What follows belongs to an exercise in optimizing a design on an open flow for small area; a production flow would make more cautious choices.
Only simulation tests tie the RTL to the original design; equivalence was not proved.

==> flow/design.v (outline; a module is shown in full before it is edited, if it fits) <==
// module DualPortBRAM: 994 lines
// module DDS: 289 lines
// module DDS_FA: 4 lines
// module DDS_HA: 4 lines
// module DDS_MAJ: 3 lines
// module DDS_BPP: 3 lines
// module DDS_Mult: 876 lines
module DDS(
    input                DAC_clk,
    input                rst_n,
    input                en,
    input         [31:0] FreqCntrl,
    input         [31:0] PhaseCntrl,
    input signed  [15:0] AmplCntrl,
    input                DataPathSelect,
    input         [31:0] DirectValue,
    output signed [15:0] SampleOut
    );
  // ...
==> flow/flow/run.sh <==
#!/bin/bash
# The standard layout (the standard.sh, all ORFS steps), with the port buffers
# made of the smallest buffer cell instead of the default clkdlybuf4s50_1.
set -euo pipefail
bash standard.sh BUFFER_PORTS_ARGS="-buffer_cell sky130_fd_sc_hd__buf_1" finish > standard_flow.log 2>&1
==> flow/standard.sh <==
#!/bin/bash
# synth_recipe.tcl (not shown) runs the flow's synth.tcl, then flattens the netlist and writes it again
# the make line also repeats each setting of config.mk as NAME=value (left out here)
make -C /OpenROAD-flow-scripts/flow DESIGN_CONFIG=/design/flow/config.mk WORK_HOME=/design/flow/orfs CLKGATE_MAP_FILE= SYNTH_SCRIPT=/design/flow/synth_recipe.tcl "${@:-finish}"
==> flow/config.mk <==
export PLATFORM = sky130hd
export DESIGN_NAME = DDS
export DESIGN_NICKNAME = DDS
export VERILOG_FILES = /design/flow/design.v
export SDC_FILE = /design/flow/constraint.sdc
export NUM_CORES = 4
export LEC_CHECK = 0
export ABC_AREA = 1
export CAP_MARGIN = 20
export CORE_MARGIN = 2
export CORE_UTILIZATION = 55.0
export CTS_BUF_LIST = sky130_fd_sc_hd__clkbuf_8
export PLACE_DENSITY = 0.65
export SLEW_MARGIN = 20
export SYNTH_HIERARCHICAL = 1
export SYNTH_MEMORY_MAX_BITS = 262144
export SYNTH_MINIMUM_KEEP_SIZE = 0
==> flow/constraint.sdc <==
create_clock -name core_clock -period 10.0 [get_ports {DAC_clk}]
set_input_delay 2.0000 -clock core_clock [delete_from_list [all_inputs] [get_ports {DAC_clk}]]
set_output_delay 2.0000 -clock core_clock [all_outputs]
set_load 0.01 [all_outputs]
==> flow_summary.ini, run 1 <==
[placement]
place_area_mm2 = 0.0135
placed_cells = 2157
hpwl_um = 34800
dpl_worst_slack_ps = 1920

[layout]
top_register = Accu
top_regs = Accu: 24 flops, MultRes: 16 flops, SampleMag: 16 flops
multi_input_area_mm2 = 0.0103
buffer_area_share_pct = 3.80
nFlopsAndLatches = 77
num-nets-final = 2182
fillers = 2171
syn2layout_area_growth_pct = 6.28
seqCellArea_mm2 = 0.00154
buffers_excl_clock = 119
layout_common_cells = nand2_1, inv_1, nor2_1

[floorplan]
die_area_mm2 = 0.0247
start_util_pct = 55.6

[logic_synthesis]
yosys.area_share.simple_pct = 23.1
ys_top_cells_by_area = fa_1, dfxtp_1, nand2_1
synth_xor_xnor_area_share_pct = 10.2
ys_warn_count = 7
synth_largest_area_cell = fa_1
synth-seq-area-share_pct = 11.9
ys_seq_elements = 77
syn-num-nets = 2127

[timing]
max_freq_mhz = 129
worst_slack_ps = 2260
setup_viol = 0
fin_hold_ws_ps = 331

[routing]
wl_per_cell_um = 21.1
dr.pass1.iters = 6
met2_length_um = 21200
vias = 13400

[global_route]
grt.total_usage_pct = 37.2
grt_pass1_wl_um = 70900

[clocking]
clockBufferDepth = 2

[critical_path]
critPathKind = input port to flop

[outcome]
status = no timing/DRC/antenna violations

[worst_hold_path]
whs_path_depth = 0
==> module DDS, before the edit <==
module DDS(
    input                DAC_clk,
    input                rst_n,
    input                en,
    input         [31:0] FreqCntrl,
    input         [31:0] PhaseCntrl,
    input signed  [15:0] AmplCntrl,
    input                DataPathSelect,
    input         [31:0] DirectValue,
    output signed [15:0] SampleOut
    );
    reg [23:0] Accu;
    reg [9:0]  PhaseAddress;    
    reg [9:0]  AddrR;           
    reg [15:0] SampleMag;       
    reg        SampleNeg;
    reg [15:0] MultRes;         
    wire [23:0] AccuSum;        
    wire [9:0]  PhaseSum;       
    wire s1;
    wire c2;
    DDS_HA ha2 (.A(Accu[0]), .B(FreqCntrl[0]), .S(s1), .CO(c2));
    wire s3;
    wire c4;
    DDS_FA fa4 (.A(Accu[1]), .B(FreqCntrl[1]), .CI(c2), .S(s3), .CO(c4));
    wire s5;
    wire c6;
    DDS_FA fa6 (.A(Accu[2]), .B(FreqCntrl[2]), .CI(c4), .S(s5), .CO(c6));
    wire s7;
    wire c8;
    DDS_FA fa8 (.A(Accu[3]), .B(FreqCntrl[3]), .CI(c6), .S(s7), .CO(c8));
    wire s9;
    wire c10;
    DDS_FA fa10 (.A(Accu[4]), .B(FreqCntrl[4]), .CI(c8), .S(s9), .CO(c10));
    wire s11;
    wire c12;
    DDS_FA fa12 (.A(Accu[5]), .B(FreqCntrl[5]), .CI(c10), .S(s11), .CO(c12));
    wire s13;
    wire c14;
    DDS_FA fa14 (.A(Accu[6]), .B(FreqCntrl[6]), .CI(c12), .S(s13), .CO(c14));
    wire s15;
    wire c16;
    DDS_FA fa16 (.A(Accu[7]), .B(FreqCntrl[7]), .CI(c14), .S(s15), .CO(c16));
    wire s17;
    wire c18;
    DDS_FA fa18 (.A(Accu[8]), .B(FreqCntrl[8]), .CI(c16), .S(s17), .CO(c18));
    wire s19;
    wire c20;
    DDS_FA fa20 (.A(Accu[9]), .B(FreqCntrl[9]), .CI(c18), .S(s19), .CO(c20));
    wire s21;
    wire c22;
    DDS_FA fa22 (.A(Accu[10]), .B(FreqCntrl[10]), .CI(c20), .S(s21), .CO(c22));
    wire s23;
    wire c24;
    DDS_FA fa24 (.A(Accu[11]), .B(FreqCntrl[11]), .CI(c22), .S(s23), .CO(c24));
    wire s25;
    wire c26;
    DDS_FA fa26 (.A(Accu[12]), .B(FreqCntrl[12]), .CI(c24), .S(s25), .CO(c26));
    wire s27;
    wire c28;
    DDS_FA fa28 (.A(Accu[13]), .B(FreqCntrl[13]), .CI(c26), .S(s27), .CO(c28));
    wire s29;
    wire c30;
    DDS_HA ha30 (.A(Accu[14]), .B(FreqCntrl[14]), .S(s29), .CO(c30));
    wire s31;
    wire c32;
    DDS_FA fa32 (.A(Accu[15]), .B(FreqCntrl[15]), .CI(c30), .S(s31), .CO(c32));
    wire s33;
    wire c34;
    DDS_FA fa34 (.A(Accu[16]), .B(FreqCntrl[16]), .CI(c32), .S(s33), .CO(c34));
    wire s35;
    wire c36;
    DDS_FA fa36 (.A(Accu[17]), .B(FreqCntrl[17]), .CI(c34), .S(s35), .CO(c36));
    wire s37;
    wire c38;
    DDS_FA fa38 (.A(Accu[18]), .B(FreqCntrl[18]), .CI(c36), .S(s37), .CO(c38));
    wire s39;
    wire c40;
    DDS_FA fa40 (.A(Accu[19]), .B(FreqCntrl[19]), .CI(c38), .S(s39), .CO(c40));
    wire s41;
    wire c42;
    DDS_FA fa42 (.A(Accu[20]), .B(FreqCntrl[20]), .CI(c40), .S(s41), .CO(c42));
    wire s43;
    wire c44;
    DDS_FA fa44 (.A(Accu[21]), .B(FreqCntrl[21]), .CI(c42), .S(s43), .CO(c44));
    wire s45;
    wire c46;
    DDS_FA fa46 (.A(Accu[22]), .B(FreqCntrl[22]), .CI(c44), .S(s45), .CO(c46));
    wire x47;
    assign x47 = Accu[23] ^ FreqCntrl[23] ^ c46;
    wire x48;
    assign x48 = s29 ^ c28;
    wire x49;
    assign x49 = s31 ^ (c28 & s29);
    wire t50;
    assign t50 = s29 & s31;
    wire x51;
    assign x51 = s33 ^ (c28 & t50);
    wire t52;
    assign t52 = t50 & s33;
    wire x53;
    assign x53 = s35 ^ (c28 & t52);
    wire t54;
    assign t54 = t52 & s35;
    wire x55;
    assign x55 = s37 ^ (c28 & t54);
    wire t56;
    assign t56 = t54 & s37;
    wire x57;
    assign x57 = s39 ^ (c28 & t56);
    wire t58;
    assign t58 = t56 & s39;
    wire x59;
    assign x59 = s41 ^ (c28 & t58);
    wire t60;
    assign t60 = t58 & s41;
    wire x61;
    assign x61 = s43 ^ (c28 & t60);
    wire t62;
    assign t62 = t60 & s43;
    wire x63;
    assign x63 = s45 ^ (c28 & t62);
    wire t64;
    assign t64 = t62 & s45;
    wire x65;
    assign x65 = x47 ^ (c28 & t64);
    assign AccuSum[0] = s1;
    assign AccuSum[1] = s3;
    assign AccuSum[2] = s5;
    assign AccuSum[3] = s7;
    assign AccuSum[4] = s9;
    assign AccuSum[5] = s11;
    assign AccuSum[6] = s13;
    assign AccuSum[7] = s15;
    assign AccuSum[8] = s17;
    assign AccuSum[9] = s19;
    assign AccuSum[10] = s21;
    assign AccuSum[11] = s23;
    assign AccuSum[12] = s25;
    assign AccuSum[13] = s27;
    assign AccuSum[14] = x48;
    assign AccuSum[15] = x49;
    assign AccuSum[16] = x51;
    assign AccuSum[17] = x53;
    assign AccuSum[18] = x55;
    assign AccuSum[19] = x57;
    assign AccuSum[20] = x59;
    assign AccuSum[21] = x61;
    assign AccuSum[22] = x63;
    assign AccuSum[23] = x65;
    wire g66;
    assign g66 = Accu[0] & PhaseCntrl[0];
    wire m67;
    DDS_MAJ mj67 (.A(Accu[1]), .B(PhaseCntrl[1]), .C(g66), .Y(m67));
    wire m68;
    DDS_MAJ mj68 (.A(Accu[2]), .B(PhaseCntrl[2]), .C(m67), .Y(m68));
    wire m69;
    DDS_MAJ mj69 (.A(Accu[3]), .B(PhaseCntrl[3]), .C(m68), .Y(m69));
    wire m70;
    DDS_MAJ mj70 (.A(Accu[4]), .B(PhaseCntrl[4]), .C(m69), .Y(m70));
    wire m71;
    DDS_MAJ mj71 (.A(Accu[5]), .B(PhaseCntrl[5]), .C(m70), .Y(m71));
    wire m72;
    DDS_MAJ mj72 (.A(Accu[6]), .B(PhaseCntrl[6]), .C(m71), .Y(m72));
    wire m73;
    DDS_MAJ mj73 (.A(Accu[7]), .B(PhaseCntrl[7]), .C(m72), .Y(m73));
    wire m74;
    DDS_MAJ mj74 (.A(Accu[8]), .B(PhaseCntrl[8]), .C(m73), .Y(m74));
    wire m75;
    DDS_MAJ mj75 (.A(Accu[9]), .B(PhaseCntrl[9]), .C(m74), .Y(m75));
    wire m76;
    DDS_MAJ mj76 (.A(Accu[10]), .B(PhaseCntrl[10]), .C(m75), .Y(m76));
    wire m77;
    DDS_MAJ mj77 (.A(Accu[11]), .B(PhaseCntrl[11]), .C(m76), .Y(m77));
    wire m78;
    DDS_MAJ mj78 (.A(Accu[12]), .B(PhaseCntrl[12]), .C(m77), .Y(m78));
    wire m79;
    DDS_MAJ mj79 (.A(Accu[13]), .B(PhaseCntrl[13]), .C(m78), .Y(m79));
    wire s80;
    wire c81;
    DDS_HA ha81 (.A(Accu[14]), .B(PhaseCntrl[14]), .S(s80), .CO(c81));
    wire s82;
    wire c83;
    DDS_FA fa83 (.A(Accu[15]), .B(PhaseCntrl[15]), .CI(c81), .S(s82), .CO(c83));
    wire s84;
    wire c85;
    DDS_FA fa85 (.A(Accu[16]), .B(PhaseCntrl[16]), .CI(c83), .S(s84), .CO(c85));
    wire s86;
    wire c87;
    DDS_FA fa87 (.A(Accu[17]), .B(PhaseCntrl[17]), .CI(c85), .S(s86), .CO(c87));
    wire s88;
    wire c89;
    DDS_FA fa89 (.A(Accu[18]), .B(PhaseCntrl[18]), .CI(c87), .S(s88), .CO(c89));
    wire s90;
    wire c91;
    DDS_FA fa91 (.A(Accu[19]), .B(PhaseCntrl[19]), .CI(c89), .S(s90), .CO(c91));
    wire s92;
    wire c93;
    DDS_FA fa93 (.A(Accu[20]), .B(PhaseCntrl[20]), .CI(c91), .S(s92), .CO(c93));
    wire s94;
    wire c95;
    DDS_FA fa95 (.A(Accu[21]), .B(PhaseCntrl[21]), .CI(c93), .S(s94), .CO(c95));
    wire s96;
    wire c97;
    DDS_FA fa97 (.A(Accu[22]), .B(PhaseCntrl[22]), .CI(c95), .S(s96), .CO(c97));
    wire x98;
    assign x98 = Accu[23] ^ PhaseCntrl[23] ^ c97;
    wire x99;
    assign x99 = s80 ^ m79;
    wire x100;
    assign x100 = s82 ^ (m79 & s80);
    wire t101;
    assign t101 = s80 & s82;
    wire x102;
    assign x102 = s84 ^ (m79 & t101);
    wire t103;
    assign t103 = t101 & s84;
    wire x104;
    assign x104 = s86 ^ (m79 & t103);
    wire t105;
    assign t105 = t103 & s86;
    wire x106;
    assign x106 = s88 ^ (m79 & t105);
    wire t107;
    assign t107 = t105 & s88;
    wire x108;
    assign x108 = s90 ^ (m79 & t107);
    wire t109;
    assign t109 = t107 & s90;
    wire x110;
    assign x110 = s92 ^ (m79 & t109);
    wire t111;
    assign t111 = t109 & s92;
    wire x112;
    assign x112 = s94 ^ (m79 & t111);
    wire t113;
    assign t113 = t111 & s94;
    wire x114;
    assign x114 = s96 ^ (m79 & t113);
    wire t115;
    assign t115 = t113 & s96;
    wire x116;
    assign x116 = x98 ^ (m79 & t115);
    assign PhaseSum[0] = x99;
    assign PhaseSum[1] = x100;
    assign PhaseSum[2] = x102;
    assign PhaseSum[3] = x104;
    assign PhaseSum[4] = x106;
    assign PhaseSum[5] = x108;
    assign PhaseSum[6] = x110;
    assign PhaseSum[7] = x112;
    assign PhaseSum[8] = x114;
    assign PhaseSum[9] = x116;
    always @(posedge DAC_clk) begin
        if (!rst_n || !en) Accu <= 24'd0;
        else               Accu <= AccuSum;
    end
    always @(posedge DAC_clk) begin
        if (!rst_n) PhaseAddress <= 10'd0;
        else        PhaseAddress <= PhaseSum;
    end
    always @(posedge DAC_clk)
        AddrR <= PhaseAddress;
    wire       Half    = AddrR[9];
    wire       Mirror  = AddrR[8];
    wire [7:0] J       = AddrR[7:0];
    wire       JZero   = (J == 8'd0);
    wire [7:0] Idx     = Mirror ? (JZero ? 8'd255 : (8'd0 - J)) : J;
    wire       Special = Half & Mirror & JZero;    
    wire [14:0] Mag;
    DualPortBRAM LUT (.Addr(Idx), .Mag(Mag));
    always @(posedge DAC_clk) begin
        if (!rst_n) begin
            SampleMag <= 16'd0;
            SampleNeg <= 1'b0;
        end else begin
            SampleMag <= Special ? 16'h8000 : {1'b0, Mag};
            SampleNeg <= Half & !Special;
        end
    end
    wire [15:0] Prod;
    DDS_Mult Mult (.Mag(SampleMag), .Neg(SampleNeg), .A(AmplCntrl), .P(Prod));
    always @(posedge DAC_clk) begin
        if (!rst_n)              MultRes <= 16'd0;
        else if (DataPathSelect) MultRes <= Prod;
        else                     MultRes <= DirectValue[15:0];
    end
    assign SampleOut = MultRes;
endmodule
==> run 2, diff against run 1 <==
--- a/flow/design.v
+++ b/flow/design.v
@@ -1140,42 +1140,42 @@
     assign AccuSum[18] = x55;
     assign AccuSum[19] = x57;
     assign AccuSum[20] = x59;
     assign AccuSum[21] = x61;
     assign AccuSum[22] = x63;
     assign AccuSum[23] = x65;
     wire g66;
     assign g66 = Accu[0] & PhaseCntrl[0];
-    wire m67;
-    DDS_MAJ mj67 (.A(Accu[1]), .B(PhaseCntrl[1]), .C(g66), .Y(m67));
-    wire m68;
-    DDS_MAJ mj68 (.A(Accu[2]), .B(PhaseCntrl[2]), .C(m67), .Y(m68));
-    wire m69;
-    DDS_MAJ mj69 (.A(Accu[3]), .B(PhaseCntrl[3]), .C(m68), .Y(m69));
-    wire m70;
-    DDS_MAJ mj70 (.A(Accu[4]), .B(PhaseCntrl[4]), .C(m69), .Y(m70));
-    wire m71;
-    DDS_MAJ mj71 (.A(Accu[5]), .B(PhaseCntrl[5]), .C(m70), .Y(m71));
-    wire m72;
-    DDS_MAJ mj72 (.A(Accu[6]), .B(PhaseCntrl[6]), .C(m71), .Y(m72));
-    wire m73;
-    DDS_MAJ mj73 (.A(Accu[7]), .B(PhaseCntrl[7]), .C(m72), .Y(m73));
-    wire m74;
-    DDS_MAJ mj74 (.A(Accu[8]), .B(PhaseCntrl[8]), .C(m73), .Y(m74));
-    wire m75;
-    DDS_MAJ mj75 (.A(Accu[9]), .B(PhaseCntrl[9]), .C(m74), .Y(m75));
-    wire m76;
-    DDS_MAJ mj76 (.A(Accu[10]), .B(PhaseCntrl[10]), .C(m75), .Y(m76));
-    wire m77;
-    DDS_MAJ mj77 (.A(Accu[11]), .B(PhaseCntrl[11]), .C(m76), .Y(m77));
-    wire m78;
-    DDS_MAJ mj78 (.A(Accu[12]), .B(PhaseCntrl[12]), .C(m77), .Y(m78));
-    wire m79;
-    DDS_MAJ mj79 (.A(Accu[13]), .B(PhaseCntrl[13]), .C(m78), .Y(m79));
+    wire k67;
+    assign k67 = (Accu[1] & PhaseCntrl[1]) | (g66 & (Accu[1] | PhaseCntrl[1]));
+    wire k68;
+    assign k68 = (Accu[2] & PhaseCntrl[2]) | (k67 & (Accu[2] | PhaseCntrl[2]));
+    wire k69;
+    assign k69 = (Accu[3] & PhaseCntrl[3]) | (k68 & (Accu[3] | PhaseCntrl[3]));
+    wire k70;
+    assign k70 = (Accu[4] & PhaseCntrl[4]) | (k69 & (Accu[4] | PhaseCntrl[4]));
+    wire k71;
+    assign k71 = (Accu[5] & PhaseCntrl[5]) | (k70 & (Accu[5] | PhaseCntrl[5]));
+    wire k72;
+    assign k72 = (Accu[6] & PhaseCntrl[6]) | (k71 & (Accu[6] | PhaseCntrl[6]));
+    wire k73;
+    assign k73 = (Accu[7] & PhaseCntrl[7]) | (k72 & (Accu[7] | PhaseCntrl[7]));
+    wire k74;
+    assign k74 = (Accu[8] & PhaseCntrl[8]) | (k73 & (Accu[8] | PhaseCntrl[8]));
+    wire k75;
+    assign k75 = (Accu[9] & PhaseCntrl[9]) | (k74 & (Accu[9] | PhaseCntrl[9]));
+    wire k76;
+    assign k76 = (Accu[10] & PhaseCntrl[10]) | (k75 & (Accu[10] | PhaseCntrl[10]));
+    wire k77;
+    assign k77 = (Accu[11] & PhaseCntrl[11]) | (k76 & (Accu[11] | PhaseCntrl[11]));
+    wire k78;
+    assign k78 = (Accu[12] & PhaseCntrl[12]) | (k77 & (Accu[12] | PhaseCntrl[12]));
+    wire k79;
+    assign k79 = (Accu[13] & PhaseCntrl[13]) | (k78 & (Accu[13] | PhaseCntrl[13]));
     wire s80;
     wire c81;
     DDS_HA ha81 (.A(Accu[14]), .B(PhaseCntrl[14]), .S(s80), .CO(c81));
     wire s82;
     wire c83;
     DDS_FA fa83 (.A(Accu[15]), .B(PhaseCntrl[15]), .CI(c81), .S(s82), .CO(c83));
     wire s84;
     wire c85;
@@ -1196,51 +1196,51 @@
     wire c95;
     DDS_FA fa95 (.A(Accu[21]), .B(PhaseCntrl[21]), .CI(c93), .S(s94), .CO(c95));
     wire s96;
     wire c97;
     DDS_FA fa97 (.A(Accu[22]), .B(PhaseCntrl[22]), .CI(c95), .S(s96), .CO(c97));
     wire x98;
     assign x98 = Accu[23] ^ PhaseCntrl[23] ^ c97;
     wire x99;
-    assign x99 = s80 ^ m79;
+    assign x99 = s80 ^ k79;
     wire x100;
-    assign x100 = s82 ^ (m79 & s80);
+    assign x100 = s82 ^ (k79 & s80);
     wire t101;
     assign t101 = s80 & s82;
     wire x102;
-    assign x102 = s84 ^ (m79 & t101);
+    assign x102 = s84 ^ (k79 & t101);
     wire t103;
     assign t103 = t101 & s84;
     wire x104;
-    assign x104 = s86 ^ (m79 & t103);
+    assign x104 = s86 ^ (k79 & t103);
     wire t105;
     assign t105 = t103 & s86;
     wire x106;
-    assign x106 = s88 ^ (m79 & t105);
+    assign x106 = s88 ^ (k79 & t105);
     wire t107;
     assign t107 = t105 & s88;
     wire x108;
-    assign x108 = s90 ^ (m79 & t107);
+    assign x108 = s90 ^ (k79 & t107);
     wire t109;
     assign t109 = t107 & s90;
     wire x110;
-    assign x110 = s92 ^ (m79 & t109);
+    assign x110 = s92 ^ (k79 & t109);
     wire t111;
     assign t111 = t109 & s92;
     wire x112;
-    assign x112 = s94 ^ (m79 & t111);
+    assign x112 = s94 ^ (k79 & t111);
     wire t113;
     assign t113 = t111 & s94;
     wire x114;
-    assign x114 = s96 ^ (m79 & t113);
+    assign x114 = s96 ^ (k79 & t113);
     wire t115;
     assign t115 = t113 & s96;
     wire x116;
-    assign x116 = x98 ^ (m79 & t115);
+    assign x116 = x98 ^ (k79 & t115);
     assign PhaseSum[0] = x99;
     assign PhaseSum[1] = x100;
     assign PhaseSum[2] = x102;
     assign PhaseSum[3] = x104;
     assign PhaseSum[4] = x106;
     assign PhaseSum[5] = x108;
     assign PhaseSum[6] = x110;
     assign PhaseSum[7] = x112;
@@ -2001,174 +2001,150 @@
     assign G332 = c272 | (s271 & c270);
     wire P333;
     assign P333 = s271 & s269;
     wire G334;
     assign G334 = c276 | (s275 & c274);
     wire P335;
     assign P335 = s275 & s273;
     wire G336;
-    assign G336 = c274 | (s273 & G332);
+    assign G336 = c280 | (s279 & c278);
     wire P337;
-    assign P337 = s273 & P333;
+    assign P337 = s279 & s277;
     wire G338;
-    assign G338 = G334 | (P335 & G332);
+    assign G338 = c284 | (s283 & c282);
     wire P339;
-    assign P339 = P335 & P333;
+    assign P339 = s283 & s281;
     wire G340;
-    assign G340 = c280 | (s279 & c278);
+    assign G340 = c288 | (s287 & c286);
     wire P341;
-    assign P341 = s279 & s277;
+    assign P341 = s287 & s285;
     wire G342;
-    assign G342 = c284 | (s283 & c282);
+    assign G342 = c292 | (s291 & c290);
     wire P343;
-    assign P343 = s283 & s281;
+    assign P343 = s291 & s289;
     wire G344;
-    assign G344 = c282 | (s281 & G340);
+    assign G344 = c296 | (s295 & c294);
     wire P345;
-    assign P345 = s281 & P341;
+    assign P345 = s295 & s293;
     wire G346;
-    assign G346 = G342 | (P343 & G340);
+    assign G346 = c300 | (s299 & c298);
     wire P347;
-    assign P347 = P343 & P341;
+    assign P347 = s299 & s297;
     wire G348;
-    assign G348 = c278 | (s277 & G338);
+    assign G348 = G334 | (P335 & G332);
     wire P349;
-    assign P349 = s277 & P339;
+    assign P349 = P335 & P333;
     wire G350;
-    assign G350 = G340 | (P341 & G338);
+    assign G350 = G338 | (P339 & G336);
     wire P351;
-    assign P351 = P341 & P339;
+    assign P351 = P339 & P337;
     wire G352;
-    assign G352 = G344 | (P345 & G338);
+    assign G352 = G342 | (P343 & G340);
     wire P353;
-    assign P353 = P345 & P339;
+    assign P353 = P343 & P341;
     wire G354;
-    assign G354 = G346 | (P347 & G338);
+    assign G354 = G346 | (P347 & G344);
     wire P355;
-    assign P355 = P347 & P339;
+    assign P355 = P347 & P345;
     wire G356;
-    assign G356 = c288 | (s287 & c286);
+    assign G356 = G350 | (P351 & G348);
     wire P357;
-    assign P357 = s287 & s285;
+    assign P357 = P351 & P349;
     wire G358;
-    assign G358 = c292 | (s291 & c290);
+    assign G358 = G354 | (P355 & G352);
     wire P359;
-    assign P359 = s291 & s289;
+    assign P359 = P355 & P353;
     wire G360;
-    assign G360 = c290 | (s289 & G356);
+    assign G360 = G358 | (P359 & G356);
     wire P361;
-    assign P361 = s289 & P357;
+    assign P361 = P359 & P357;
     wire G362;
-    assign G362 = G358 | (P359 & G356);
+    assign G362 = G352 | (P353 & G356);
     wire P363;
-    assign P363 = P359 & P357;
+    assign P363 = P353 & P357;
     wire G364;
-    assign G364 = c296 | (s295 & c294);
+    assign G364 = G336 | (P337 & G348);
     wire P365;
-    assign P365 = s295 & s293;
+    assign P365 = P337 & P349;
     wire G366;
-    assign G366 = c300 | (s299 & c298);
+    assign G366 = G340 | (P341 & G356);
     wire P367;
-    assign P367 = s299 & s297;
+    assign P367 = P341 & P357;
     wire G368;
-    assign G368 = c298 | (s297 & G364);
+    assign G368 = G344 | (P345 & G362);
     wire P369;
-    assign P369 = s297 & P365;
+    assign P369 = P345 & P363;
     wire G370;
-    assign G370 = G366 | (P367 & G364);
+    assign G370 = c274 | (s273 & G332);
     wire P371;
-    assign P371 = P367 & P365;
+    assign P371 = s273 & P333;
     wire G372;
-    assign G372 = c294 | (s293 & G362);
+    assign G372 = c278 | (s277 & G348);
     wire P373;
-    assign P373 = s293 & P363;
+    assign P373 = s277 & P349;
     wire G374;
-    assign G374 = G364 | (P365 & G362);
+    assign G374 = c282 | (s281 & G364);
     wire P375;
-    assign P375 = P365 & P363;
+    assign P375 = s281 & P365;
     wire G376;
-    assign G376 = G368 | (P369 & G362);
+    assign G376 = c286 | (s285 & G356);
     wire P377;
-    assign P377 = P369 & P363;
+    assign P377 = s285 & P357;
     wire G378;
-    assign G378 = G370 | (P371 & G362);
+    assign G378 = c290 | (s289 & G366);
     wire P379;
-    assign P379 = P371 & P363;
+    assign P379 = s289 & P367;
     wire G380;
-    assign G380 = c286 | (s285 & G354);
+    assign G380 = c294 | (s293 & G362);
     wire P381;
-    assign P381 = s285 & P355;
+    assign P381 = s293 & P363;
     wire G382;
-    assign G382 = G356 | (P357 & G354);
+    assign G382 = c298 | (s297 & G368);
     wire P383;
-    assign P383 = P357 & P355;
-    wire G384;
-    assign G384 = G360 | (P361 & G354);
-    wire P385;
-    assign P385 = P361 & P355;
-    wire G386;
-    assign G386 = G362 | (P363 & G354);
-    wire P387;
-    assign P387 = P363 & P355;
-    wire G388;
-    assign G388 = G372 | (P373 & G354);
-    wire P389;
-    assign P389 = P373 & P355;
-    wire G390;
-    assign G390 = G374 | (P375 & G354);
-    wire P391;
-    assign P391 = P375 & P355;
-    wire G392;
-    assign G392 = G376 | (P377 & G354);
-    wire P393;
-    assign P393 = P377 & P355;
-    wire G394;
-    assign G394 = G378 | (P379 & G354);
-    wire P395;
-    assign P395 = P379 & P355;
+    assign P383 = s297 & P369;
     assign P[0] = s269 ^ k331;
+    wire k384;
+    assign k384 = c270 | (s269 & k331);
+    assign P[1] = s271 ^ k384;
+    wire k385;
+    assign k385 = G332 | (P333 & k331);
+    assign P[2] = s273 ^ k385;
+    wire k386;
+    assign k386 = G370 | (P371 & k331);
+    assign P[3] = s275 ^ k386;
+    wire k387;
+    assign k387 = G348 | (P349 & k331);
+    assign P[4] = s277 ^ k387;
+    wire k388;
+    assign k388 = G372 | (P373 & k331);
+    assign P[5] = s279 ^ k388;
+    wire k389;
+    assign k389 = G364 | (P365 & k331);
+    assign P[6] = s281 ^ k389;
+    wire k390;
+    assign k390 = G374 | (P375 & k331);
+    assign P[7] = s283 ^ k390;
+    wire k391;
+    assign k391 = G356 | (P357 & k331);
+    assign P[8] = s285 ^ k391;
+    wire k392;
+    assign k392 = G376 | (P377 & k331);
+    assign P[9] = s287 ^ k392;
+    wire k393;
+    assign k393 = G366 | (P367 & k331);
+    assign P[10] = s289 ^ k393;
+    wire k394;
+    assign k394 = G378 | (P379 & k331);
+    assign P[11] = s291 ^ k394;
+    wire k395;
+    assign k395 = G362 | (P363 & k331);
+    assign P[12] = s293 ^ k395;
     wire k396;
-    assign k396 = c270 | (s269 & k331);
-    assign P[1] = s271 ^ k396;
+    assign k396 = G380 | (P381 & k331);
+    assign P[13] = s295 ^ k396;
     wire k397;
-    assign k397 = G332 | (P333 & k331);
-    assign P[2] = s273 ^ k397;
+    assign k397 = G368 | (P369 & k331);
+    assign P[14] = s297 ^ k397;
     wire k398;
-    assign k398 = G336 | (P337 & k331);
-    assign P[3] = s275 ^ k398;
-    wire k399;
-    assign k399 = G338 | (P339 & k331);
-    assign P[4] = s277 ^ k399;
-    wire k400;
-    assign k400 = G348 | (P349 & k331);
-    assign P[5] = s279 ^ k400;
-    wire k401;
-    assign k401 = G350 | (P351 & k331);
-    assign P[6] = s281 ^ k401;
-    wire k402;
-    assign k402 = G352 | (P353 & k331);
-    assign P[7] = s283 ^ k402;
-    wire k403;
-    assign k403 = G354 | (P355 & k331);
-    assign P[8] = s285 ^ k403;
-    wire k404;
-    assign k404 = G380 | (P381 & k331);
-    assign P[9] = s287 ^ k404;
-    wire k405;
-    assign k405 = G382 | (P383 & k331);
-    assign P[10] = s289 ^ k405;
-    wire k406;
-    assign k406 = G384 | (P385 & k331);
-    assign P[11] = s291 ^ k406;
-    wire k407;
-    assign k407 = G386 | (P387 & k331);
-    assign P[12] = s293 ^ k407;
-    wire k408;
-    assign k408 = G388 | (P389 & k331);
-    assign P[13] = s295 ^ k408;
-    wire k409;
-    assign k409 = G390 | (P391 & k331);
-    assign P[14] = s297 ^ k409;
-    wire k410;
-    assign k410 = G392 | (P393 & k331);
-    assign P[15] = s299 ^ k410;
+    assign k398 = G382 | (P383 & k331);
+    assign P[15] = s299 ^ k398;
 endmodule
==> flow/flow/run.sh (replaced) <==
#!/bin/bash
# The standard layout (the standard.sh runs every ORFS step), with
# - the port buffers made of the smallest buffer cell instead of the default clkdlybuf4s50_1,
# - clock tree synthesis without dummy load cells at the leaves.
set -euo pipefail
bash standard.sh \
  BUFFER_PORTS_ARGS="-buffer_cell sky130_fd_sc_hd__buf_1" \
  CTS_ARGS="-sink_clustering_enable -repair_clock_nets -dont_use_dummy_load -buf_list sky130_fd_sc_hd__clkbuf_8 -sink_clustering_size 20 -sink_clustering_max_diameter 100" \
  finish > standard_flow.log 2>&1
==> flow/config.mk (replaced) <==
export PLATFORM = sky130hd
export DESIGN_NAME = DDS
export DESIGN_NICKNAME = DDS
export VERILOG_FILES = /design/flow/design.v
export SDC_FILE = /design/flow/constraint.sdc
export NUM_CORES = 4
export LEC_CHECK = 0
export ABC_AREA = 1
export CAP_MARGIN = 10
export CORE_MARGIN = 2
export CORE_UTILIZATION = 55.0
export PLACE_DENSITY = 0.65
export SLEW_MARGIN = 10
export SYNTH_HIERARCHICAL = 1
export SYNTH_MEMORY_MAX_BITS = 262144
export SYNTH_MINIMUM_KEEP_SIZE = 0
==> run 2 against run 1 <==
Against the previous run:
- maximum frequency fell by 6.1%
- synthesized area fell by 1.1%
- core utilization rose by 0.083 points
- routed wire length fell by 0.69%
- global-route usage rose by 0.34 points
- critical endpoint is now Accu[23]$_SDFF_PP0_
- die area fell by 1.1%
- final cell count fell by 2.6%
- flip-flop and latch count did not move
- worst hold slack got worse by 17 ps
==> flow_summary.ini, run 2 <==
[clocking]
cts.htree.levels = 3
cts_root_buffer = clkbuf_8
ctsHoldBuffers = 0
clock_sinks = 77
cts_buffers = 9
clockBufferDepth = 2
ctsResizeCount = 0
clk_pin_slew_ps = 90
cts_setup_buffers = 0
cts_tree = yes
clk_latency_ps = 370

[routing]
drc_errors = 0
via_per_inst = 6.27
ant_nets = 0
drtIter0Drc = 1468
finalWirelength_um = 45400
wl_per_cell_um = 21.5
dr.pass1.iters = 6
vias = 13300

[layout]
layoutNonFillerInstCount = 2116
top_register = Accu
seqCellArea_mm2 = 0.00154
layout_common_cells = nand2_1, inv_1, nor2_1
final_util_pct = 59.2
diodes = 0
fin_area_mm2 = 0.0134
num-nets-final = 2166
drive_above_1_share_pct = 4.70
syn2layout_area_growth_pct = 5.10
largest_reg_flops = 24
top_regs = Accu: 24 flops, MultRes: 16 flops, SampleMag: 16 flops
multi_input_area_mm2 = 0.0101
layout_commonest_cell = nand2_1
fillers = 2181

[logic_synthesis]
ys_seq_elements = 77
ys.flop_type = dfxtp_1
synth_most_common_cell = nand2_1
synth_top_area_share_pct = 18.6
ys_top_cells_by_area = fa_1, dfxtp_1, ha_1
synth_common_cells = nand2_1, inv_1, nor2_1
synth_largest_area_cell = fa_1
synth-edff-count = 0
synth-seq-area-share_pct = 12.1
ys_warn_count = 7
syn_avg_cell_area_um2 = 7.18
synth_cells = 1780
yosysUniqueCellTypes = 60
synth_area_mm2 = 0.0128
ys_async_sr_fraction_pct = 0
syn-num-nets = 2113

[critical_path]
crit_fanout = 3
ff2ff_setup_slack_ps = 3130
r2r-end = Accu[23]$_SDFF_PP0_
r2r_cells = 27
r2r-start = Accu[0]$_SDFF_PP0_
critPathKind = input port to flop
crit_required_ps = 10260
start_kind = input port
crit_arrival_ps = 8500
endpoint_kind = flop

[timing]
fin_crit_ps = 8250
timing.final.max_slew_violations = 0
fin_hold_ws_ps = 313
max_freq_mhz = 121
setup_viol = 0
finalCritPeriodShare_pct = 82.5
final-hold-violation-count = 0
fin_setup_tns_ps = 0
slew_headroom_pct = 46.8
worst_pin_slew_ps = 788
rsz0062_at_grt = no
worst_slack_ps = 1750
finalClockSkew_ps = 31.7

[floorplan]
start_util_pct = 56.3
coreArea_mm2 = 0.0227
die_w_um = 156
die_h_um = 156
die_area_mm2 = 0.0245
pin_count = 132
row_count = 55

[placement]
dpl_worst_slack_ps = 1440
gp_congestion = 1.06
placed_cells = 2107
place_area_mm2 = 0.0133
io_buffers = 99
hpwl_um = 34700

[worst_hold_path]
whs_path_depth = 0
hold_path_class = flop to flop
whs_endpoint = AddrR[3]$_DFF_P_
hp-start = PhaseAddress[3]$_SDFF_PN0_

[global_route]
grt.total_usage_pct = 37.6
overflow = 0
grt_pass1_wl_um = 70800
grt_pass1_vias = 13100
antenna_found_initial = 0
grt_max_degree = 29

[outcome]
status = no timing/DRC/antenna violations

[flow_run]
cap_violations = 0
-- run 2: cell count changes in the layout (fill, tap and decap cells not counted), sizes merged, moves of 2 or more --
cell | previous run | this run
a31oi | 8 | 6
o22a | 0 | 3
nor3b | 2 | 5
nand3 | 86 | 75
a21oi | 85 | 94
nand2 | 341 | 319
nor2 | 208 | 198
a22o | 0 | 2
bufinv | 2 | 0
inv | 206 | 220
nand4 | 18 | 9
nor3 | 19 | 26
-- run 2: worst max path at each step --
stage                     slack, ps             endpoint    startpoint  cells past startpoint
after global routing           1500  Accu[23]$_SDFF_PP0_  FreqCntrl[0]                     28
after floorplan                1930  Accu[23]$_SDFF_PP0_  FreqCntrl[0]                     27
after CTS                      1790  Accu[23]$_SDFF_PP0_  FreqCntrl[0]                     28
final                          1750  Accu[23]$_SDFF_PP0_  FreqCntrl[0]                     28
after global placement         1580  Accu[23]$_SDFF_PP0_  FreqCntrl[0]                     28
after detailed placement       1440  Accu[23]$_SDFF_PP0_  FreqCntrl[0]                     28
-- run 2: critical path, stage by stage --
cell,delay (ps)
buf_1,70
ha_1,180
fa_1,380
fa_1,400
fa_1,400
fa_1,430
fa_1,420
fa_1,420
fa_1,400
fa_1,400
fa_1,390
fa_1,390
fa_1,390
fa_1,390
fa_1,410
nand3_1,140
nor2_2,60
nand2_1,70
inv_2,40
nand2_1,100
nor2_2,50
inv_2,80
nor2_4,40
nand2_1,60
clkinv_1,110
nand2_2,90
a21oi_1,60
o21a_1,140
-- run 2: cell type report --
cell class / instances / share of cell area, %
Sequential cell: 77 / 11.5
Clock buffer: 9 / 0.922
Tap cell: 285 / 2.65
Inverter: 223 / 6.23
Multi-Input combinational cell: 1403 / 74.8
Timing Repair Buffer: 119 / 3.88
-- run 2: cell families (layout without fill, tap and decap cells) --
family / Yosys count / in the layout / share of synthesized area [%]
adders and majority gates: 217 / 217 / 28.2
DFF: 77 / 77 / 12.1
xor gates and xnor gates: 150 / 150 / 10.3
AOI/OAI and AO/OA: 391 / 391 / 18.7
other: 1 / 1 / 0.0293
buffers and inverters: 300 / 351 / 9.35
and+or+nand+nor: 644 / 644 / 21.3
-- run 2: per-layer routing --
metal | vias to the layer above | share of wire (%) | global-route usage (%)
li1 | 6015 | - | -
met3 | 215 | 10 | 7.86
met1 | 6169 | 38 | 46.2
met2 | 875 | 46 | 62.1
met4 | 0 | 6.1 | 19.7
met5 | - | 0 | 0
-- run 2: modules after synthesis (local to each module, per instance) --
module / cells / area, um^2 / times used
DualPortBRAM: 620 / 3360 / 1
DDS_Mult: 611 / 3490 / 1
DDS_FA: 1 / 20.0 / 119
DDS_HA: 1 / 12.5 / 48
DDS: 382 / 2950 / 1
==> run 3, diff against run 2 <==
==> flow/flow/run.sh (replaced) <==
#!/bin/bash
# Layout flow: the standard synthesis, then the combinational logic of its netlist
# re-mapped by ABC with an area script (registers, full and half adders kept as they
# are, so every register keeps its name and cell), then the standard ORFS steps with
# - the port buffers made of the smallest buffer cell instead of the default clkdlybuf4s50_1,
# - clock tree synthesis without dummy load cells at the leaves.
# Each tool's output goes to a log file in this folder.
set -euo pipefail
ARGS=(
  BUFFER_PORTS_ARGS="-buffer_cell sky130_fd_sc_hd__buf_1"
  CTS_ARGS="-sink_clustering_enable -repair_clock_nets -dont_use_dummy_load -buf_list sky130_fd_sc_hd__clkbuf_8 -sink_clustering_size 20 -sink_clustering_max_diameter 100"
)
bash standard.sh "${ARGS[@]}" synth > flow_synth.log 2>&1

R=orfs/results/${FLOW_PLATFORM}/DDS/base
LIB=${FLOW_HOME}/platforms/${FLOW_PLATFORM}/lib/sky130_fd_sc_hd__tt_025C_1v80.lib
YOSYS=yosys
if [[ -x ${FLOW_HOME}/../tools/install/yosys/bin/yosys ]]; then
  YOSYS=${FLOW_HOME}/../tools/install/yosys/bin/yosys
fi
cp $R/1_2_yosys.v 1_2_yosys.standard.v
python3 flow/cellfunc.py "$LIB" cells_func.v > cellfunc.log 2>&1
DONTUSE=""
for c in $(sed -n 's/.*cell ("\(sky130_fd_sc_hd__\(lpflow\|probe\)[a-z0-9_]*\)").*/\1/p' "$LIB"); do
  DONTUSE="$DONTUSE -dont_use $c"
done
cat > resyn.ys <<EOT
read_verilog cells_func.v
read_liberty -lib -ignore_redef $LIB
read_verilog 1_2_yosys.standard.v
hierarchy -top ${FLOW_TOP}
flatten
hierarchy -top ${FLOW_TOP}
read_liberty -lib -ignore_redef $LIB
techmap
opt -purge
abc -liberty $LIB $DONTUSE -script $PWD/flow/resyn.abc
opt_clean -purge
setundef -zero
hilomap -singleton -hicell sky130_fd_sc_hd__conb_1 HI -locell sky130_fd_sc_hd__conb_1 LO
insbuf -buf sky130_fd_sc_hd__buf_1 A X
splitnets
opt_clean -purge
check -assert
stat -liberty $LIB
write_verilog -noattr -nohex -nodec 1_2_yosys.resyn.v
EOT
$YOSYS -s resyn.ys > resyn.log 2>&1
cp 1_2_yosys.resyn.v $R/1_2_yosys.v
touch $R/1_2_yosys.v

bash standard.sh "${ARGS[@]}" finish > flow_finish.log 2>&1
==> flow/flow/cellfunc.py (new file) <==
#!/usr/bin/env python3
"""Writes a Verilog model (one assign) of every single-output combinational cell of a
liberty file, except full/half adders, so yosys can re-map the standard synthesis's logic."""
import re, sys
lib = open(sys.argv[1]).read()
skip = ['__fa_', '__ha_', '__conb_', '__lpflow_', '__probe']
out = []
for c in re.split(r'\n\s*cell \(', lib)[1:]:
    name = re.match(r'"([^"]+)"', c).group(1)
    if any(x in name for x in skip) or re.search(r'\bff\s*\(|\blatch\s*\(|statetable', c):
        continue
    ins, outs, ok = [], [], True
    for p, body in re.findall(r'pin \("(\w+)"\)\s*\{(.*?)\n\s{8}\}', c, re.S):
        d = re.search(r'direction\s*:\s*"?(\w+)', body)
        if not d:
            continue
        if d.group(1) == 'input':
            ins.append(p)
        elif d.group(1) == 'output':
            f = re.search(r'function\s*:\s*"([^"]+)"', body)
            if not f or re.search(r'three_state', body):
                ok = False
                break
            outs.append((p, f.group(1)))
        else:
            ok = False
    if not ok or len(outs) != 1 or not ins:
        continue
    p, f = outs[0]
    e = f.replace('!', '~').replace('*', '&').replace('+', '|')
    e = re.sub(r'(\w)\s+(?=[\w(~])', r'\1 & ', e)
    e = re.sub(r'\)\s+(?=[\w(~])', r') & ', e)
    out.append("module %s(%s); %s output %s; assign %s = %s; endmodule" % (
        name, ", ".join(ins + [p]), " ".join("input %s;" % i for i in ins), p, p, e))
open(sys.argv[2], 'w').write("\n".join(out) + "\n")
==> flow/flow/resyn.abc (new file) <==
strash
&get -n
&dch
&nf -R 1000
&put
mfs2
strash
dch
map -a
mfs2
strash
dch
map -a
topo
==> run 3 against run 2 <==
Against the previous run:
- non-clock buffer count increased by 17
- critical path depth decreased by 1
==> flow_summary.ini, run 3 <==
[outcome]
status = no timing/DRC/antenna violations

[global_route]
grt_max_degree = 33
grt_pass1_vias = 12300
antenna_found_initial = 0
grt_pass1_wl_um = 68700
overflow = 0
grt.total_usage_pct = 40.5

[critical_path]
crit_arrival_ps = 8720
endpoint = MultRes[15]$_SDFF_PN0_
ff2ff_setup_slack_ps = 2610
cp_slowest_cell = o221ai_1
r2r-end = MultRes[15]$_SDFF_PN0_
crit_fanout = 16
r2r-start = SampleMag[7]$_SDFF_PP0_
critPathLaunch = AmplCntrl[8]
r2r_cells = 28
crit_required_ps = 10210
start_kind = input port
endpoint_kind = flop
critPathKind = input port to flop
cpPeakStageDelay_ps = 660

[routing]
dr.pass1.iters = 8
wl_met3_um = 5200
ant_nets = 0
via_per_inst = 6.58
drtIter0Drc = 1233
vias = 12500
finalWirelength_um = 44600
top_layer = met4
met2_length_um = 20300
wl_per_cell_um = 23.6
drc_errors = 0
met1_length_um = 15900

[clocking]
cts_setup_buffers = 0
cts_root_buffer = clkbuf_8
ctsResizeCount = 0
clock_sinks = 77
clockBufferDepth = 2
cts_tree = yes
cts_buffers = 9
clk_pin_slew_ps = 90
clk_latency_ps = 370
ctsHoldBuffers = 0
cts.htree.levels = 3

[timing]
fin_setup_tns_ps = 0
final-hold-violation-count = 0
timing.final.max_slew_violations = 0
finalClockSkew_ps = 32.6
rsz0062_at_grt = no
max_freq_mhz = 117
fin_hold_ws_ps = 298
fin_crit_ps = 8510
setup_viol = 0
worst_pin_slew_ps = 1210
slew_headroom_pct = 19.6
worst_slack_ps = 1490
finalCritPeriodShare_pct = 85.1

[worst_hold_path]
whs_path_depth = 0
hold_path_class = flop to flop

[placement]
place_area_mm2 = 0.0127
dpl_worst_slack_ps = 1110
gp_congestion = 1.03
io_buffers = 99
hpwl_um = 33800

[layout]
fin_area_mm2 = 0.0128
top_register = Accu
largest_reg_flops = 24
diodes = 0
layout_commonest_cell = clkinv_1
seqCellArea_mm2 = 0.00154
drive_above_1_share_pct = 4.14
syn2layout_area_growth_pct = 10.2
multi_input_area_mm2 = 0.00939
layout_common_cells = clkinv_1, nor2_1, xor2_1
top_regs = Accu: 24 flops, MultRes: 16 flops, SampleMag: 16 flops
num-nets-final = 1954
fillers = 1863

[floorplan]
row_count = 53
die_w_um = 149
coreArea_mm2 = 0.0209
die_h_um = 149
start_util_pct = 55.6
die_area_mm2 = 0.0223
pin_count = 132

[logic_synthesis]
ys_warn_count = 7
synth_area_mm2 = 0.0116
synth_cells = 1474
syn-num-nets = 1807
syn_avg_cell_area_um2 = 7.88

[flow_run]
cap_violations = 0
run 3: how the worst min path moves through the flow:
stage	from	endpoint	slack [ps]
floorplan	PhaseAddress[0]$_SDFF_PN0_	AddrR[0]$_DFF_P_	310
global placement	PhaseAddress[0]$_SDFF_PN0_	AddrR[0]$_DFF_P_	310
detailed placement	PhaseAddress[4]$_SDFF_PN0_	AddrR[4]$_DFF_P_	310
CTS	PhaseAddress[6]$_SDFF_PN0_	AddrR[6]$_DFF_P_	300
global route	PhaseAddress[7]$_SDFF_PN0_	AddrR[7]$_DFF_P_	290
finish	PhaseAddress[6]$_SDFF_PN0_	AddrR[6]$_DFF_P_	300
run 3: final cells by class:
type                       count  area share (%)
multi-input combinational   1199            73.4
inverter                     198            5.81
timing repair buffer         136            5.08
sequential                    77            12.1
clock buffer                   9           0.968
tap                          275            2.69
run 3: metrics by stage:
step | util [%] | instances
4_1_cts | 61.2 | 1894
5_1_grt | 61.2 | 1894
6_report | 61.2 | 1894
3_5_place_dp | 60.6 | 1885
3_3_place_gp | 60.6 | 1885
2_1_floorplan | - | 1474
run 3: critical path, delay by kind of cell:
family	cells	cell delay, ps
AO/OA/AOI/OAI	11	2800
adder cells (fa/ha/maj)	4	1880
AND/OR/NAND/NOR	8	1030
buffers and inverters	2	620
XOR/XNOR	2	370
run 3: per-layer routing:
metal	GRT usage (%)	vias up
met2	65.1	916
met1	49.5	5795
li1	-	5488
met3	10.2	256
met5	0	-
met4	23.0	0

static timing again, ports no longer ideal:
Ports are ideal in the flow. The routed layouts listed here were re-timed in OpenROAD. Step 1 assumes that a clkbuf_16 drives the clock port and a buf_2 every other input. Step 2 times the ports against the registers' clock, not the clock port: input delays grow and output delays shrink by t, the midpoint of the rising clock arrivals with the driver on. Three values: no drivers, after step 1, after step 2; two values: the first two.
run	t, ns	slack for setup (ns)	hold WS [ns]	latest minus earliest clock arrival (ns)
run 1	0.410	2.258 / 2.276 / 1.866	0.331 / 0.331 / 0.331	0.016 / 0.016
run 2	0.395	1.752 / 1.769 / 1.374	0.313 / 0.313 / 0.313	0.033 / 0.032
run 3	0.397	1.487 / 1.503 / 1.106	0.298 / 0.298 / 0.298	0.035 / 0.034
After both steps setup and hold are still met in every run listed. The setup slack of run 1, which loses most, moves by +0.018 ns with the drivers and by -0.392 ns with both steps.
